What follows belongs to an exercise in optimizing a design on an open flow for small area and a short achievable clock period; a production flow would make more cautious choices.
Where RTL was checked, it was by simulation tests only, not by an equivalence proof against the original.
Power figures rest on the tool's default switching activity, not on a simulated workload.

Design sysarray_flat, start of the top module:
module sysarray_flat (
    input  wire         clk,
    input  wire         rst,
    input  wire         clr,
    input  wire [23:0]  a_left,
    input  wire [23:0]  b_top,
    output wire [161:0] acc_out
);
Size: ~2600 cells after synthesis, ~260 flip-flops.
Settings: LEC_CHECK=0, CAP_MARGIN=20, CORE_MARGIN=2, CORE_UTILIZATION=40, CTS_BUF_LIST=sky130_fd_sc_hd__clkbuf_4 sky130_fd_sc_hd__clkbuf_8, SETUP_SLACK_MARGIN=1.2, SLEW_MARGIN=20, SYNTH_HIERARCHICAL=1, SYNTH_MINIMUM_KEEP_SIZE=0; clock period 5.0 ns.
standard.sh (not shown) runs the stock make flow with config.mk's settings and CLKGATE_MAP_FILE= SYNTH_SCRIPT=/design/flow/synth_recipe.tcl, a recipe that flattens the netlist after the stock synthesis.
==> flow/flow/run.sh <==
#!/bin/bash
# The standard layout, with every port buffered by the smallest buffer
# (sky130_fd_sc_hd__buf_1) rather than the cell buffer_ports picks by itself;
# repair_design and repair_timing resize them afterwards where needed.
set -euo pipefail
export BUFFER_PORTS_ARGS="-buffer_cell sky130_fd_sc_hd__buf_1"
bash standard.sh > standard.log 2>&1
Then changed:
SETUP_SLACK_MARGIN = 1.1   (was 1.2)
Outcome:
- The new run finished clean
- first-iteration DRC count goes down by about 1.3%
- register-to-register slack gains 20 ps
- flip-flop and latch count is unchanged
No run of this note included a check of the RTL's function; only the layout flow was run.

* * *

Another version of the RTL of sysarray_flat (not shown whole).
Size: roughly 2500 cells after synthesis.
==> flow/config.mk <==
export PLATFORM = sky130hd
export DESIGN_NAME = sysarray_flat
export DESIGN_NICKNAME = sysarray_flat
export VERILOG_FILES = /design/flow/design.v
export SDC_FILE = /design/flow/constraint.sdc
export NUM_CORES = 4
export LEC_CHECK = 0
export CAP_MARGIN = 20
export CORE_MARGIN = 2
export CORE_UTILIZATION = 60
export CTS_BUF_LIST = sky130_fd_sc_hd__clkbuf_4 sky130_fd_sc_hd__clkbuf_8
export SETUP_SLACK_MARGIN = 1.0
export SLEW_MARGIN = 20
export SYNTH_HIERARCHICAL = 1
export SYNTH_MINIMUM_KEEP_SIZE = 0
==> flow/constraint.sdc <==
create_clock -name core_clock -period 5.0 [get_ports {clk}]
set_input_delay 1.0000 -clock core_clock [delete_from_list [all_inputs] [get_ports {clk}]]
set_output_delay 1.0000 -clock core_clock [all_outputs]
set_load 0.01 [all_outputs]
Scripts as last shown in full above: flow/flow/run.sh
Rerun with:
CORE_UTILIZATION = 40   (was 60)
CTS_BUF_LIST = sky130_fd_sc_hd__clkbuf_2 sky130_fd_sc_hd__clkbuf_4 sky130_fd_sc_hd__clkbuf_8   (was sky130_fd_sc_hd__clkbuf_4 sky130_fd_sc_hd__clkbuf_8)
The new run passed the timing, design-rule and antenna checks; clock power increases by about 14%; setup slack improves by 0.062 ns; area after synthesis does not change; design area increases by about 0.56%; global-route usage decreases by 9.2 points; total power decreases by 0.85%; synthesized cell count is unchanged; maximum frequency increases by 1.5%.

* * *

Another version of the RTL of sysarray_flat (not shown whole).
For scale: ~2700 cells after synthesis, about 260 flip-flops, roughly 27000 um^2 of cells after synthesis.
Settings: LEC_CHECK=0, CAP_MARGIN=20, CORE_MARGIN=2, CORE_UTILIZATION=40, CTS_BUF_LIST=sky130_fd_sc_hd__clkbuf_4 sky130_fd_sc_hd__clkbuf_8, CTS_CLUSTER_DIAMETER=60, CTS_CLUSTER_SIZE=16, SETUP_SLACK_MARGIN=1.1, SLEW_MARGIN=20, SYNTH_HIERARCHICAL=1, SYNTH_MINIMUM_KEEP_SIZE=0; clock period 5.0 ns.
==> flow/flow/run.sh <==
#!/bin/bash
set -euo pipefail
export BUFFER_PORTS_ARGS="-buffer_cell sky130_fd_sc_hd__buf_1"
export PRE_RESIZE_TCL="$PWD/flow/pre_resize.tcl"
bash standard.sh > standard.log 2>&1
==> flow/flow/pre_resize.tcl <==
# Input-port buffers (named input* by buffer_ports) to buf_4.
set n 0
foreach inst [get_cells input*] {
  if { [get_property $inst ref_name] == "sky130_fd_sc_hd__buf_1" } {
    replace_cell $inst sky130_fd_sc_hd__buf_4
    incr n
  }
}
puts "pre_resize: $n input buffers made sky130_fd_sc_hd__buf_4"
Then changed:
Settings changed: CTS_CLUSTER_DIAMETER 60 to unset, CTS_CLUSTER_SIZE 16 to unset, SETUP_SLACK_MARGIN 1.1 to 1.25.
After rerunning: The new run went through all stages and came out clean. Wire length rose by about 1.3%. Register-to-register slack improved by 160 ps. Via count goes up by 1.3%. Die area does not change. Non-clock buffer count rises by 18.
Then changed:
==> flow/flow/run.sh (replaced) <==
#!/bin/bash
# The standard layout, with every port buffered by the smallest buffer
# (sky130_fd_sc_hd__buf_1) rather than the cell buffer_ports picks by itself;
# repair_design and repair_timing resize them afterwards where needed.
set -euo pipefail
export BUFFER_PORTS_ARGS="-buffer_cell sky130_fd_sc_hd__buf_1"
bash standard.sh > standard.log 2>&1
Settings changed: SETUP_SLACK_MARGIN 1.25 to 1.1.
removed: flow/flow/pre_resize.tcl
Result: The changed run finished clean. Worst hold slack gains 26 ps. Worst setup slack is worse by 90 ps. Clock-buffer cell count shrinks by 8. Cell area fell by 1.2%. Total power fell by 1.4%.
Then changed:
==> flow/flow/run.sh (replaced) <==
#!/bin/bash
set -euo pipefail
export BUFFER_PORTS_ARGS="-buffer_cell sky130_fd_sc_hd__buf_1"
export PRE_RESIZE_TCL="$PWD/flow/pre_resize.tcl"
bash standard.sh > standard.log 2>&1
==> flow/flow/pre_resize.tcl (new file) <==
# Input-port buffers (named input* by buffer_ports) to buf_4.
set n 0
foreach inst [get_cells input*] {
  if { [get_property $inst ref_name] == "sky130_fd_sc_hd__buf_1" } {
    replace_cell $inst sky130_fd_sc_hd__buf_4
    incr n
  }
}
puts "pre_resize: $n input buffers made sky130_fd_sc_hd__buf_4"
set n 0
foreach inst [get_cells *] {
  if { [string match "*g_hop*" [get_name $inst]] &&
       [get_property $inst ref_name] == "sky130_fd_sc_hd__dfxtp_1" } {
    replace_cell $inst sky130_fd_sc_hd__dfxtp_2
    incr n
  }
}
puts "pre_resize: $n operand registers made sky130_fd_sc_hd__dfxtp_2"
- power falls by 0.97%
- via count is about the same
- register-to-register slack stays flat
Then changed:
==> flow/flow/run.sh (replaced) <==
#!/bin/bash
# The standard layout, with every port buffered by the smallest buffer
# (sky130_fd_sc_hd__buf_1) rather than the cell buffer_ports picks by itself;
# repair_design and repair_timing resize them afterwards where needed.
set -euo pipefail
export BUFFER_PORTS_ARGS="-buffer_cell sky130_fd_sc_hd__buf_1"
bash standard.sh > standard.log 2>&1
Settings changed: SETUP_SLACK_MARGIN 1.1 to 0.9.
removed: flow/flow/pre_resize.tcl
Outcome:
- The new run finished clean
- routed wire length goes up slightly
- synthesized cell count stays the same
- fmax goes down by a few percent
- cell count barely changes
Then changed:
Settings changed: SETUP_SLACK_MARGIN 0.9 to 1.0.
Worst setup slack improved by 120 ps.
Via count is lower by 0.42%.
Non-clock buffer count is lower by 2.
Global-route usage is lower by 0.31 points.
Die area stays the same.
Worst hold slack stays flat.

* * *

sysarray_flat with an RTL version that a note above also has.
Size: roughly 2,500 cells after synthesis, roughly 260 flip-flops, ~210 I/O pins, roughly 0.027 sq mm of cells after synthesis.
Design sysarray_flat, start of the top module:
module sysarray_flat (
    input  wire         clk,
    input  wire         rst,
    input  wire         clr,
    input  wire [23:0]  a_left,
    input  wire [23:0]  b_top,
    output wire [161:0] acc_out
);
    sysarray u_arr (
        .clk(clk),
        .rst(rst),
        .clr(clr),
        .left(a_left),
        .top(b_top),
        .out(acc_out)
    );
endmodule
Settings: LEC_CHECK=0, CAP_MARGIN=20, CORE_MARGIN=2, CORE_UTILIZATION=40, SETUP_SLACK_MARGIN=1.0, SLEW_MARGIN=20, SYNTH_HIERARCHICAL=1, SYNTH_MINIMUM_KEEP_SIZE=0; clock period 5.0 ns.
==> flow/flow/run.sh <==
#!/bin/bash
# The standard layout, with every port buffered by the smallest buffer
# (sky130_fd_sc_hd__buf_1) rather than the cell buffer_ports picks by itself;
# repair_design and repair_timing resize them afterwards where needed.
set -euo pipefail
export BUFFER_PORTS_ARGS="-buffer_cell sky130_fd_sc_hd__buf_1"
bash standard.sh > standard.log 2>&1
The baseline completed with no timing, DRC or antenna violations.
Next try:
Settings changed: ABC_AREA set to 1, CTS_BUF_LIST set to sky130_fd_sc_hd__clkbuf_4 sky130_fd_sc_hd__clkbuf_8.
- final area stays flat
- power falls by about 9%
- hold slack loses 0.0051 ns
Next try:
==> flow/run.sh (new file) <==
#!/bin/bash
# synth_recipe.tcl (not shown) runs the flow's synth.tcl, then flattens the netlist and writes it again
# the make line also repeats each setting of config.mk as NAME=value (left out here)
make -C /OpenROAD-flow-scripts/flow DESIGN_CONFIG=/design/flow/config.mk WORK_HOME=/design/flow/orfs CLKGATE_MAP_FILE= SYNTH_SCRIPT=/design/flow/synth_recipe.tcl finish
Settings changed: ABC_AREA 1 to unset, CTS_BUF_LIST sky130_fd_sc_hd__clkbuf_4 sky130_fd_sc_hd__clkbuf_8 to unset.
removed: flow/flow/run.sh
removed: flow/standard.sh
Outcome: The changed run produced a clean layout; routed wire length shrinks slightly; first-iteration DRC count went down by about a fifth; synthesized cell count falls by well over a third; power came out higher by about a fifth; utilization climbs by 7.8 points; global-route usage climbs by 1.6 points; clock skew falls by 0.0041 ns; sequential share of layout area falls by 0.58 points; fmax goes down by a little under a tenth.
Next try:
==> flow/flow/run.sh (new file) <==
#!/bin/bash
# The standard layout, with every port buffered by the smallest buffer
# (sky130_fd_sc_hd__buf_1) rather than the cell buffer_ports picks by itself;
# repair_design and repair_timing resize them afterwards where needed.
set -euo pipefail
export BUFFER_PORTS_ARGS="-buffer_cell sky130_fd_sc_hd__buf_1"
bash standard.sh > standard.log 2>&1
==> flow/standard.sh (new file) <==
#!/bin/bash
# synth_recipe.tcl (not shown) runs the flow's synth.tcl, then flattens the netlist and writes it again
# the make line also repeats each setting of config.mk as NAME=value (left out here)
make -C /OpenROAD-flow-scripts/flow DESIGN_CONFIG=/design/flow/config.mk WORK_HOME=/design/flow/orfs CLKGATE_MAP_FILE= SYNTH_SCRIPT=/design/flow/synth_recipe.tcl "${@:-finish}"
Settings changed: SETUP_SLACK_MARGIN 1.0 to 1.25.
removed: flow/run.sh
Outcome: Global-route usage is about the same; flip-flop and latch count stays the same; via count hardly moves.

-- afterwards: timing with drivers on the ports --
Ports are ideal in the flow. The routed layouts listed here were re-timed in OpenROAD. Step 1 (the two cells are an assumption about what drives the block):
set clk [get_ports {clk}]
set_driving_cell -lib_cell sky130_fd_sc_hd__clkbuf_16 $clk
set_driving_cell -lib_cell sky130_fd_sc_hd__buf_2 [delete_from_list [all_inputs] $clk]
Step 2 moves the port delays by t, midway between the first and last clock arrival at a register: inputs arrive t later, outputs are due t later. That takes back most of the time a late clock gives input paths. Three values: no drivers, after step 1, after step 2; two values: the first two.
run	shift t [ns]	setup WS [ns]	hold slack, ns	worst register clock-pin slew, ns	worst data-port slew with drivers (ns)
the first run of note 1	0.705	1.181 / 1.181 / 0.589	0.513 / 0.513 / 0.513	0.07 / 0.07	0.08
the second run of note 1	0.705	1.187 / 1.200 / 0.516	0.527 / 0.527 / 0.527	0.06 / 0.06	0.10
the first run of note 2	0.696	0.916 / 0.918 / 0.222	0.521 / 0.521 / 0.521	0.07 / 0.07	0.12
the second run of note 2	0.709	0.978 / 0.983 / 0.274	0.532 / 0.532 / 0.532	0.07 / 0.07	0.10
the first run of note 3	0.657	1.238 / 1.250 / 0.617	0.539 / 0.539 / 0.539	0.09 / 0.09	0.06
the second run of note 3	0.700	1.303 / 1.343 / 0.643	0.516 / 0.516 / 0.516	0.06 / 0.06	0.08
the third run of note 3	0.693	1.213 / 1.232 / 0.539	0.542 / 0.542 / 0.542	0.07 / 0.07	0.07
the fourth run of note 3	0.682	1.247 / 1.284 / 0.602	0.523 / 0.523 / 0.523	0.06 / 0.06	0.06
the fifth run of note 3	0.685	1.027 / 1.058 / 0.373	0.565 / 0.565 / 0.565	0.07 / 0.07	0.09
the sixth run of note 3	0.691	1.143 / 1.158 / 0.473	0.563 / 0.563 / 0.563	0.06 / 0.06	0.06
the first run of note 4	0.617	0.899 / 0.905 / 0.288	0.523 / 0.523 / 0.523	0.06 / 0.06	0.13
the second run of note 4	0.716	1.171 / 1.173 / 0.457	0.518 / 0.518 / 0.518	0.07 / 0.07	0.10
the third run of note 4	0.601	0.808 / 0.842 / 0.241	0.533 / 0.533 / 0.533	0.06 / 0.06	0.14
the fourth run of note 4	0.609	0.895 / 0.939 / 0.329	0.511 / 0.511 / 0.511	0.06 / 0.06	0.13
After both steps setup and hold are still met in every run listed. The setup slack of the second run of note 4, which loses most, moves by +0.002 ns with the drivers and by -0.714 ns with both steps.
